Background: an optimization exercise with open tools, aiming at small area and a short achievable clock period. Do not read the settings as production practice.
Only simulation tests tie the RTL to the original design; equivalence was not proved.
The flow treats the clock pin as an ideal source, which a real chip does not have.

==> inputs of run a <==
==> flow/design.v (excerpt) <==
module CPU_TOP(clk, reset, switches, leds,
               imem_addr, imem_data,
               dmem_addr, dmem_wdata, dmem_we, dmem_rdata);
==> module CPU_TOP, before the edit <==
module CPU_TOP(clk, reset, switches, leds,
               imem_addr, imem_data,
               dmem_addr, dmem_wdata, dmem_we, dmem_rdata);
    input clk, reset;
    input[23:0] switches;
    output wire [23:0] leds;
    output wire [13:0] imem_addr;
    input  wire [31:0] imem_data;
    output wire [13:0] dmem_addr;
    output wire [31:0] dmem_wdata;
    output wire        dmem_we;
    input  wire [31:0] dmem_rdata;
    wire [31:0] instr = imem_data;
    wire [5:0]  op    = instr[31:26];
    wire [4:0]  rs    = instr[25:21];
    wire [4:0]  rt    = instr[20:16];
    wire [4:0]  rd    = instr[15:11];
    wire [5:0]  f     = instr[5:0];
    wire r_fmt  = (op == 6'b000000);
    wire i_fmt  = (op[5:3] == 3'b001);
    wire is_lw  = (op == 6'b100011);
    wire is_sw  = (op == 6'b101011);
    wire is_jal = (op == 6'b000011);
    wire is_jr  = r_fmt & (f == 6'b001000);
    reg  [31:2] pc;
    reg  [31:1] valid;
    reg  [23:0] led_r;
    reg  [15:0] sh_r;
    wire [32*32-1:0] rf;                       
    assign rf[31:0] = 32'b0;
    wire [31:0] sel_a, sel_b;
    assign sel_a[0] = 1'b0;
    assign sel_b[0] = 1'b0;
    genvar g, h;
    regsel u_sela (.r(rs), .v(valid), .s(sel_a[31:1]));
    regsel u_selb (.r(rt), .v(valid), .s(sel_b[31:1]));
    wire [31:0] A, B;
    generate
        for (g = 0; g < 32; g = g + 1) begin : rd_
            wire [31:1] col;
            for (h = 1; h < 32; h = h + 1) begin : c
                assign col[h] = rf[32*h + g];
            end
            rdbit ra (.s(sel_a[31:1]), .d(col), .y(A[g]));
            rdbit rb (.s(sel_b[31:1]), .d(col), .y(B[g]));
        end
    endgenerate
    wire [15:0] addr_lo;
    agu u_agu (.a(A[15:0]), .imm(instr[15:0]), .addr(addr_lo));
    wire [20:0] io_zh;
    wire        io_t0, io_c10, rest_n, io_xn, is_io, we_o;
    iocond u_ioc (.a(A), .imm(instr[15:0]), .zh(io_zh), .t0(io_t0), .c10(io_c10));
    nand21 u_rst (.z(io_zh), .y(rest_n));
    g_xnor2 u_ix (.a(io_t0), .b(io_c10), .y(io_xn));      
    g_nor2  u_io (.a(rest_n), .b(io_xn), .y(is_io));
    g_o21a  u_we (.a1(rest_n), .a2(io_xn), .b1(is_sw), .y(we_o));
    wire [31:0] alu_y;
    wire        eq;
    alu u_alu (.a(A), .b(B), .instr(instr), .y(alu_y), .eq(eq));
    wire [31:2] pc_inc, pc_nxt;
    pcu u_pcu (.pc(pc), .a(A), .eq(eq), .instr(instr), .pc_inc(pc_inc), .pc_nxt(pc_nxt));
    wire [1:0]  a10 = addr_lo[1:0];
    wire [15:0] sw_val = (a10 == 2'b00) ? switches[15:0] :
                         (a10 == 2'b10) ? {8'b0, switches[23:16]} : sh_r;
    wire        wen   = (r_fmt & ~is_jr) | i_fmt | is_lw | is_jal;
    wire [4:0]  waddr = is_jal ? 5'd31 : ((r_fmt & (rd != 5'd0)) ? rd : rt);
    wire [31:0] link  = {2'b00, pc_inc};
    wire [31:0] wd;
    wire e_jal = is_jal;
    wire e_mem = is_lw & ~is_io;
    wire e_sw  = is_lw & is_io;
    wire e_alu = ~is_jal & ~is_lw;
    generate
        for (g = 0; g < 32; g = g + 1) begin : wdm
            wire t1, t2;
            g_aoi222 ua (.a1(e_jal), .b1(link[g]), .a2(e_mem), .b2(dmem_rdata[g]),
                         .a3(e_alu), .b3(alu_y[g]), .y(t1));
            if (g < 16) begin : s
                g_nand2 un (.a(e_sw), .b(sw_val[g]), .y(t2));
                g_nand2 uo (.a(t1), .b(t2), .y(wd[g]));
            end else begin : n
                g_inv   uo (.a(t1), .y(wd[g]));
            end
        end
    endgenerate
    generate
        for (g = 1; g < 32; g = g + 1) begin : regs
            reg  [31:0] q;
            wire [31:0] d;
            wire we   = wen & (waddr == g);
            wire we_n = ~we;
            for (h = 0; h < 32; h = h + 1) begin : b
                wrbit w (.we(we), .we_n(we_n), .wd(wd[h]), .q(q[h]), .d(d[h]));
            end
            always @(posedge clk)
                q <= d;
            always @(posedge clk or posedge reset)
                if (reset) valid[g] <= 1'b0;
                else if (we) valid[g] <= 1'b1;
            assign rf[32*g +: 32] = q;
        end
    endgenerate
    always @(posedge clk or posedge reset) begin
        if (reset) pc <= 30'b0;
        else       pc <= pc_nxt;
    end
    always @(posedge clk or posedge reset) begin
        if (reset) begin
            led_r <= 24'b0;
        end else if (is_sw & is_io) begin
            if (a10 == 2'b00)      led_r[15:0]  <= B[15:0];
            else if (a10 == 2'b10) led_r[23:16] <= B[7:0];
        end
    end
    always @(posedge clk or posedge reset) begin
        if (reset)                         sh_r <= 16'b0;
        else if (is_lw & is_io & ~a10[0])  sh_r <= sw_val;
    end
    assign leds       = led_r;
    assign imem_addr  = pc[15:2];
    assign dmem_addr  = addr_lo[15:2];
    assign dmem_wdata = B;
    assign dmem_we    = we_o;
endmodule
==> flow/config.mk <==
export PLATFORM = sky130hd
export DESIGN_NAME = CPU_TOP
export DESIGN_NICKNAME = CPU_TOP
export VERILOG_FILES = /design/flow/design.v
export SDC_FILE = /design/flow/constraint.sdc
export NUM_CORES = 4
export LEC_CHECK = 0
export CAP_MARGIN = 10
export CELL_PAD_IN_SITES_DETAIL_PLACEMENT = 0
export CELL_PAD_IN_SITES_GLOBAL_PLACEMENT = 1
export CORE_MARGIN = 2
export CORE_UTILIZATION = 40
export CTS_BUF_LIST = sky130_fd_sc_hd__clkbuf_16
export CTS_CLUSTER_DIAMETER = 120
export CTS_CLUSTER_SIZE = 24
export PLACE_DENSITY = 0.5
export SLEW_MARGIN = 10
export SYNTH_HIERARCHICAL = 1
==> flow/constraint.sdc <==
create_clock -name core_clock -period 20.0 [get_ports {clk}]
set_input_delay 4.0000 -clock core_clock [delete_from_list [all_inputs] [get_ports {clk}]]
set_output_delay 4.0000 -clock core_clock [all_outputs]
set_load 0.01 [all_outputs]
standard.sh (not shown) runs the stock make flow with config.mk's settings and CLKGATE_MAP_FILE= SYNTH_SCRIPT=/design/flow/synth_recipe.tcl, a recipe that flattens the netlist after the stock synthesis.
==> flow/flow/run.sh <==
#!/bin/bash
# Own flow: the standard layout (standard.sh) with
#  - ports buffered with buf_4 instead of the default delay-buffer choice,
#  - timing repair aiming below the clock period (setup margin),
#  - after CTS, area recovery (downsizing) of cells whose paths stay within
#    that same target (post_cts.tcl).
# Each tool's full output is in orfs/logs/; standard.sh's own output in standard.log.
set -uo pipefail
here=$(pwd)
export BUFFER_PORTS_ARGS="-buffer_cell sky130_fd_sc_hd__buf_4"
export SETUP_SLACK_MARGIN=9
export POST_CTS_TCL=$here/flow/post_cts.tcl
bash standard.sh > $here/standard.log 2>&1
==> flow/flow/post_cts.tcl <==
# Area recovery: downsize cells off the critical paths. The setup margin is
# applied as clock uncertainty while it runs, so no path is made slower than
# the repair target; the uncertainty is removed again afterwards.
set margin $::env(SETUP_SLACK_MARGIN)
set_clock_uncertainty -setup $margin [all_clocks]
report_worst_slack
log_cmd repair_timing -recover_power 100
report_worst_slack
set_clock_uncertainty -setup 0 [all_clocks]
log_cmd detailed_placement
check_placement -verbose
report_design_area
==> run b: changes against run a <==
--- a/flow/design.v
+++ b/flow/design.v
@@ -60,33 +60,16 @@
     alu u_alu (.a(A), .b(B), .instr(instr), .y(alu_y), .eq(eq));
     wire [31:2] pc_inc, pc_nxt;
     pcu u_pcu (.pc(pc), .a(A), .eq(eq), .instr(instr), .pc_inc(pc_inc), .pc_nxt(pc_nxt));
     wire [1:0]  a10 = addr_lo[1:0];
     wire [15:0] sw_val = (a10 == 2'b00) ? switches[15:0] :
                          (a10 == 2'b10) ? {8'b0, switches[23:16]} : sh_r;
+    wire [31:0] ldata  = is_io ? {16'b0, sw_val} : dmem_rdata;
     wire        wen   = (r_fmt & ~is_jr) | i_fmt | is_lw | is_jal;
     wire [4:0]  waddr = is_jal ? 5'd31 : ((r_fmt & (rd != 5'd0)) ? rd : rt);
-    wire [31:0] link  = {2'b00, pc_inc};
-    wire [31:0] wd;
-    wire e_jal = is_jal;
-    wire e_mem = is_lw & ~is_io;
-    wire e_sw  = is_lw & is_io;
-    wire e_alu = ~is_jal & ~is_lw;
-    generate
-        for (g = 0; g < 32; g = g + 1) begin : wdm
-            wire t1, t2;
-            g_aoi222 ua (.a1(e_jal), .b1(link[g]), .a2(e_mem), .b2(dmem_rdata[g]),
-                         .a3(e_alu), .b3(alu_y[g]), .y(t1));
-            if (g < 16) begin : s
-                g_nand2 un (.a(e_sw), .b(sw_val[g]), .y(t2));
-                g_nand2 uo (.a(t1), .b(t2), .y(wd[g]));
-            end else begin : n
-                g_inv   uo (.a(t1), .y(wd[g]));
-            end
-        end
-    endgenerate
+    wire [31:0] wd    = is_jal ? {2'b00, pc_inc} : (is_lw ? ldata : alu_y);
     generate
         for (g = 1; g < 32; g = g + 1) begin : regs
             reg  [31:0] q;
             wire [31:0] d;
             wire we   = wen & (waddr == g);
             wire we_n = ~we;
@@ -386,18 +369,18 @@
 module g_xnor2(input a, b, output y);
     assign y = ~(a ^ b);
 endmodule
 module g_or2(input a, b, output y);
     assign y = a | b;
 endmodule
-module g_inv(input a, output y);
-    assign y = ~a;
-endmodule
 module g_nor2(input a, b, output y);
     assign y = ~(a | b);
 endmodule
+module g_inv(input a, output y);
+    assign y = ~a;
+endmodule
 module shifter(b, a, f, shamt, fill, y);
     input  [31:0] b;
     input  [4:0]  a;
     input  [5:0]  f;
     input  [4:0]  shamt;
     input         fill;
==> flow/run.sh (new file) <==
#!/bin/bash
# synth_recipe.tcl (not shown) runs the flow's synth.tcl, then flattens the netlist and writes it again
# the make line also repeats each setting of config.mk as NAME=value (left out here)
make -C /OpenROAD-flow-scripts/flow DESIGN_CONFIG=/design/flow/config.mk WORK_HOME=/design/flow/orfs CLKGATE_MAP_FILE= SYNTH_SCRIPT=/design/flow/synth_recipe.tcl finish
- CAP_MARGIN: 10 -> 20
- CTS_CLUSTER_DIAMETER: 120 -> 60
- CTS_CLUSTER_SIZE: 24 -> 18
- SLEW_MARGIN: 10 -> 20
removed: flow/flow/run.sh
removed: flow/flow/post_cts.tcl
removed: flow/standard.sh
==> run c: changes against run a <==
--- a/flow/design.v
+++ b/flow/design.v
@@ -60,33 +60,16 @@
     alu u_alu (.a(A), .b(B), .instr(instr), .y(alu_y), .eq(eq));
     wire [31:2] pc_inc, pc_nxt;
     pcu u_pcu (.pc(pc), .a(A), .eq(eq), .instr(instr), .pc_inc(pc_inc), .pc_nxt(pc_nxt));
     wire [1:0]  a10 = addr_lo[1:0];
     wire [15:0] sw_val = (a10 == 2'b00) ? switches[15:0] :
                          (a10 == 2'b10) ? {8'b0, switches[23:16]} : sh_r;
+    wire [31:0] ldata  = is_io ? {16'b0, sw_val} : dmem_rdata;
     wire        wen   = (r_fmt & ~is_jr) | i_fmt | is_lw | is_jal;
     wire [4:0]  waddr = is_jal ? 5'd31 : ((r_fmt & (rd != 5'd0)) ? rd : rt);
-    wire [31:0] link  = {2'b00, pc_inc};
-    wire [31:0] wd;
-    wire e_jal = is_jal;
-    wire e_mem = is_lw & ~is_io;
-    wire e_sw  = is_lw & is_io;
-    wire e_alu = ~is_jal & ~is_lw;
-    generate
-        for (g = 0; g < 32; g = g + 1) begin : wdm
-            wire t1, t2;
-            g_aoi222 ua (.a1(e_jal), .b1(link[g]), .a2(e_mem), .b2(dmem_rdata[g]),
-                         .a3(e_alu), .b3(alu_y[g]), .y(t1));
-            if (g < 16) begin : s
-                g_nand2 un (.a(e_sw), .b(sw_val[g]), .y(t2));
-                g_nand2 uo (.a(t1), .b(t2), .y(wd[g]));
-            end else begin : n
-                g_inv   uo (.a(t1), .y(wd[g]));
-            end
-        end
-    endgenerate
+    wire [31:0] wd    = is_jal ? {2'b00, pc_inc} : (is_lw ? ldata : alu_y);
     generate
         for (g = 1; g < 32; g = g + 1) begin : regs
             reg  [31:0] q;
             wire [31:0] d;
             wire we   = wen & (waddr == g);
             wire we_n = ~we;
@@ -386,18 +369,18 @@
 module g_xnor2(input a, b, output y);
     assign y = ~(a ^ b);
 endmodule
 module g_or2(input a, b, output y);
     assign y = a | b;
 endmodule
-module g_inv(input a, output y);
-    assign y = ~a;
-endmodule
 module g_nor2(input a, b, output y);
     assign y = ~(a | b);
 endmodule
+module g_inv(input a, output y);
+    assign y = ~a;
+endmodule
 module shifter(b, a, f, shamt, fill, y);
     input  [31:0] b;
     input  [4:0]  a;
     input  [5:0]  f;
     input  [4:0]  shamt;
     input         fill;
==> flow/flow/run.sh (replaced) <==
#!/bin/bash
# Own flow: the standard layout (standard.sh) with
#  - ports buffered with buf_4 instead of the default delay-buffer choice,
#  - timing repair aiming below the clock period (setup margin).
# Each tool's full output is in orfs/logs/; standard.sh's own output in standard.log.
set -uo pipefail
here=$(pwd)
export BUFFER_PORTS_ARGS="-buffer_cell sky130_fd_sc_hd__buf_4"
export SETUP_SLACK_MARGIN=9
bash standard.sh > $here/standard.log 2>&1
- CAP_MARGIN: 10 -> 20
- CTS_CLUSTER_DIAMETER: 120 -> 60
- CTS_CLUSTER_SIZE: 24 -> 18
- SLEW_MARGIN: 10 -> 20
removed: flow/flow/post_cts.tcl
==> run d: changes against run a <==
--- a/flow/design.v
+++ b/flow/design.v
@@ -102,23 +102,34 @@
         end
     endgenerate
     always @(posedge clk or posedge reset) begin
         if (reset) pc <= 30'b0;
         else       pc <= pc_nxt;
     end
-    always @(posedge clk or posedge reset) begin
-        if (reset) begin
-            led_r <= 24'b0;
-        end else if (is_sw & is_io) begin
-            if (a10 == 2'b00)      led_r[15:0]  <= B[15:0];
-            else if (a10 == 2'b10) led_r[23:16] <= B[7:0];
+    wire led_lo = is_sw & is_io & (a10 == 2'b00);
+    wire led_hi = is_sw & is_io & (a10 == 2'b10);
+    wire sh_en  = is_lw & is_io & ~a10[0];
+    wire led_lo_n = ~led_lo, led_hi_n = ~led_hi, sh_en_n = ~sh_en;
+    wire [23:0] led_d;
+    wire [15:0] sh_d;
+    generate
+        for (g = 0; g < 16; g = g + 1) begin : ledl
+            g_ao22 m (.a1(led_lo), .b1(B[g]), .a2(led_lo_n), .b2(led_r[g]), .y(led_d[g]));
+            g_ao22 s (.a1(sh_en), .b1(sw_val[g]), .a2(sh_en_n), .b2(sh_r[g]), .y(sh_d[g]));
         end
+        for (g = 16; g < 24; g = g + 1) begin : ledh
+            g_ao22 m (.a1(led_hi), .b1(B[g-16]), .a2(led_hi_n), .b2(led_r[g]), .y(led_d[g]));
+        end
+    endgenerate
+    always @(posedge clk or posedge reset) begin
+        if (reset) led_r <= 24'b0;
+        else       led_r <= led_d;
     end
     always @(posedge clk or posedge reset) begin
-        if (reset)                         sh_r <= 16'b0;
-        else if (is_lw & is_io & ~a10[0])  sh_r <= sw_val;
+        if (reset) sh_r <= 16'b0;
+        else       sh_r <= sh_d;
     end
     assign leds       = led_r;
     assign imem_addr  = pc[15:2];
     assign dmem_addr  = addr_lo[15:2];
     assign dmem_wdata = B;
     assign dmem_we    = we_o;
@@ -286,27 +297,41 @@
     generate
         for (i = 0; i < 32; i = i + 1) begin : rb
             wire xn;
             if (i == 0)       g_nand2 xo (.a(e_slt), .b(lt), .y(xn));
             else if (i >= 16) g_nand2 xo (.a(e_lui), .b(instr[i-16]), .y(xn));
             else              assign xn = 1'b1;
-            resbit u (.sh(sh[i]), .sum(sum[i]), .p(p[i]), .g(g[i]), .b(b[i]), .xn(xn),
-                      .fn(e_fill_n), .e_sh(e_sh), .e_ar(e_ar), .k_g(k_g), .k_p(k_p),
-                      .e_nor(e_nor), .e_pass(e_pass), .y(y[i]));
+            if (i == 0 || i >= 16)
+                resbit u (.sh(sh[i]), .sum(sum[i]), .p(p[i]), .g(g[i]), .b(b[i]), .xn(xn),
+                          .fn(e_fill_n), .e_sh(e_sh), .e_ar(e_ar), .k_g(k_g), .k_p(k_p),
+                          .e_nor(e_nor), .e_pass(e_pass), .y(y[i]));
+            else
+                resbit3 u (.sh(sh[i]), .sum(sum[i]), .p(p[i]), .g(g[i]), .b(b[i]),
+                           .fn(e_fill_n), .e_sh(e_sh), .e_ar(e_ar), .k_g(k_g), .k_p(k_p),
+                           .e_nor(e_nor), .e_pass(e_pass), .y(y[i]));
         end
     endgenerate
 endmodule
 module resbit(sh, sum, p, g, b, xn, fn, e_sh, e_ar, k_g, k_p, e_nor, e_pass, y);
     input sh, sum, p, g, b, xn, fn, e_sh, e_ar, k_g, k_p, e_nor, e_pass;
     output y;
     wire t1, t2, npg;
     g_nor2   n  (.a(p), .b(g), .y(npg));
     g_aoi222 a1 (.a1(e_sh), .b1(sh), .a2(e_ar), .b2(sum), .a3(k_g), .b3(g), .y(t1));
     g_aoi222 a2 (.a1(k_p), .b1(p), .a2(e_nor), .b2(npg), .a3(e_pass), .b3(b), .y(t2));
     g_nand4  o  (.a(t1), .b(t2), .c(xn), .d(fn), .y(y));
 endmodule
+module resbit3(sh, sum, p, g, b, fn, e_sh, e_ar, k_g, k_p, e_nor, e_pass, y);
+    input sh, sum, p, g, b, fn, e_sh, e_ar, k_g, k_p, e_nor, e_pass;
+    output y;
+    wire t1, t2, npg;
+    g_nor2   n  (.a(p), .b(g), .y(npg));
+    g_aoi222 a1 (.a1(e_sh), .b1(sh), .a2(e_ar), .b2(sum), .a3(k_g), .b3(g), .y(t1));
+    g_aoi222 a2 (.a1(k_p), .b1(p), .a2(e_nor), .b2(npg), .a3(e_pass), .b3(b), .y(t2));
+    g_nand3  o  (.a(t1), .b(t2), .c(fn), .y(y));
+endmodule
 module and32(z, y);
     input  [31:0] z;
     output        y;
     assign y = &z;
 endmodule
 module carries(p, g, cin, c);
@@ -455,13 +480,20 @@
             g_ha h (.a(hi[k]), .b(hc[k]), .s(hi_p[k]), .c(hc[k+1]));
             g_xnor2 x (.a(hi[k]), .b(nb[k]), .y(hi_m[k]));
             g_or2   o (.a(hi[k]), .b(nb[k]), .y(nb[k+1]));
         end
     endgenerate
     assign lo_i[16] = ic[16];
-    assign pc_inc = {lo_i[16] ? hi_p : hi, lo_i[15:0]};
+    wire        lc   = lo_i[16];
+    wire        lc_n = ~lc;
+    generate
+        for (k = 0; k < 14; k = k + 1) begin : incm
+            g_ao22 m (.a1(lc), .b1(hi_p[k]), .a2(lc_n), .b2(hi[k]), .y(pc_inc[k+18]));
+        end
+    endgenerate
+    assign pc_inc[17:2] = lo_i[15:0];
     wire [15:0] bp, bg, bs;
     wire [16:0] bc;
     generate
         for (k = 0; k < 16; k = k + 1) begin : bpg
             g_ha h (.a(pc[k+2]), .b(instr[k]), .s(bp[k]), .c(bg[k]));
             g_xor2 x (.a(bp[k]), .b(bc[k]), .y(bs[k]));
- CTS_CLUSTER_DIAMETER: 120 -> 100
- CTS_CLUSTER_SIZE: 24 -> 20
==> metrics.cfg <==
[status]
status=timing/DRC/antenna clean

[setup_path]
cp-endpoint=dmem_we
worst-path-stages=13

[min_path]
hold_depth=1

[timing]
timing.final.ws_setup_ps=6210

[power]
p_seq_share_pct=41.5

[finish]
final-clk-cell-share_pct=6.03

[drt]
dr.pass1.iters=15

That was run b.
==> metrics.cfg <==
[power]
p_seq_share_pct=52.0
cellLeakagePower_nw=24.5
p_int_mw=3.43

[drt]
dr.pass1.iters=13

[min_path]
hold_depth=1

[setup_path]
worst-path-stages=17
cp-endpoint=dmem_addr[12]

[timing]
timing.final.ws_setup_ps=7990

[status]
status=timing/DRC/antenna clean

[finish]
final-clk-cell-share_pct=3.14

That was run d.
==> metrics.cfg <==
[setup_path]
cp-endpoint=dmem_addr[7]
worst-path-stages=15

[floorplanning]
start_util_pct=40.4

[status]
status=timing/DRC/antenna clean

[min_path]
hold_depth=2

[drt]
dr.pass1.iters=14

[power]
p_seq_share_pct=40.6

[finish]
final-clk-cell-share_pct=6.12

[timing]
final.period_utilization_pct=60.2
timing.final.ws_setup_ps=7970

That was run c.
==> metrics.cfg <==
[min_path]
hold_depth=2

[global_route]
antenna_found_initial=23

[drt]
dr.pass1.iters=15

[setup_path]
cpMostUsedCell=buf_12
worst-path-stages=17
worstPathArrival_ps=8030
cp-endpoint=dmem_addr[12]

[finish]
final-clk-cell-share_pct=2.47
regArea_sq_mm=0.0224

[place]
io_buffers=174

[timing]
worst_pin_slew_ps=1370
timing.final.ws_setup_ps=7970

[clocking]
insertion_delay_ps=730

[power]
p_seq_share_pct=53.5

[status]
status=timing/DRC/antenna clean

That was run a.

## port drivers added, routing unchanged
Ports are ideal in the flow. The routed layouts listed here were re-timed in OpenROAD.
Step 1 (the two cells are an assumption about what drives the block):
set clk [get_ports {clk}]
set_driving_cell -lib_cell sky130_fd_sc_hd__clkbuf_16 $clk
set_driving_cell -lib_cell sky130_fd_sc_hd__buf_2 [delete_from_list [all_inputs] $clk]
Step 2 also shifts input and output timing later by t, the mid clock arrival at the registers, as if the neighbouring blocks saw the same clock.
a / b / c = no drivers / after step 1 / after step 2; a / b = the first two.
run | t, ns | slack for setup (ns) | slew at the worst register clock pin (ns) | worst slew at a driven data input, ns | cell pins on the clock port's net
run a | 0.775 | 7.971 / 7.763 / 7.763 | 0.12 / 0.12 | 0.23 | 1
run b | 0.805 | 6.208 / 6.176 / 6.176 | 0.08 / 0.08 | 0.06 | 1
run c | 0.805 | 7.965 / 7.815 / 7.815 | 0.08 / 0.08 | 0.21 | 1
run d | 0.772 | 7.994 / 7.793 / 7.793 | 0.10 / 0.10 | 0.23 | 1
After both steps setup and hold are still met in every run listed. The setup slack of run a, which loses most, moves by -0.208 ns with the drivers and by -0.208 ns with both steps.
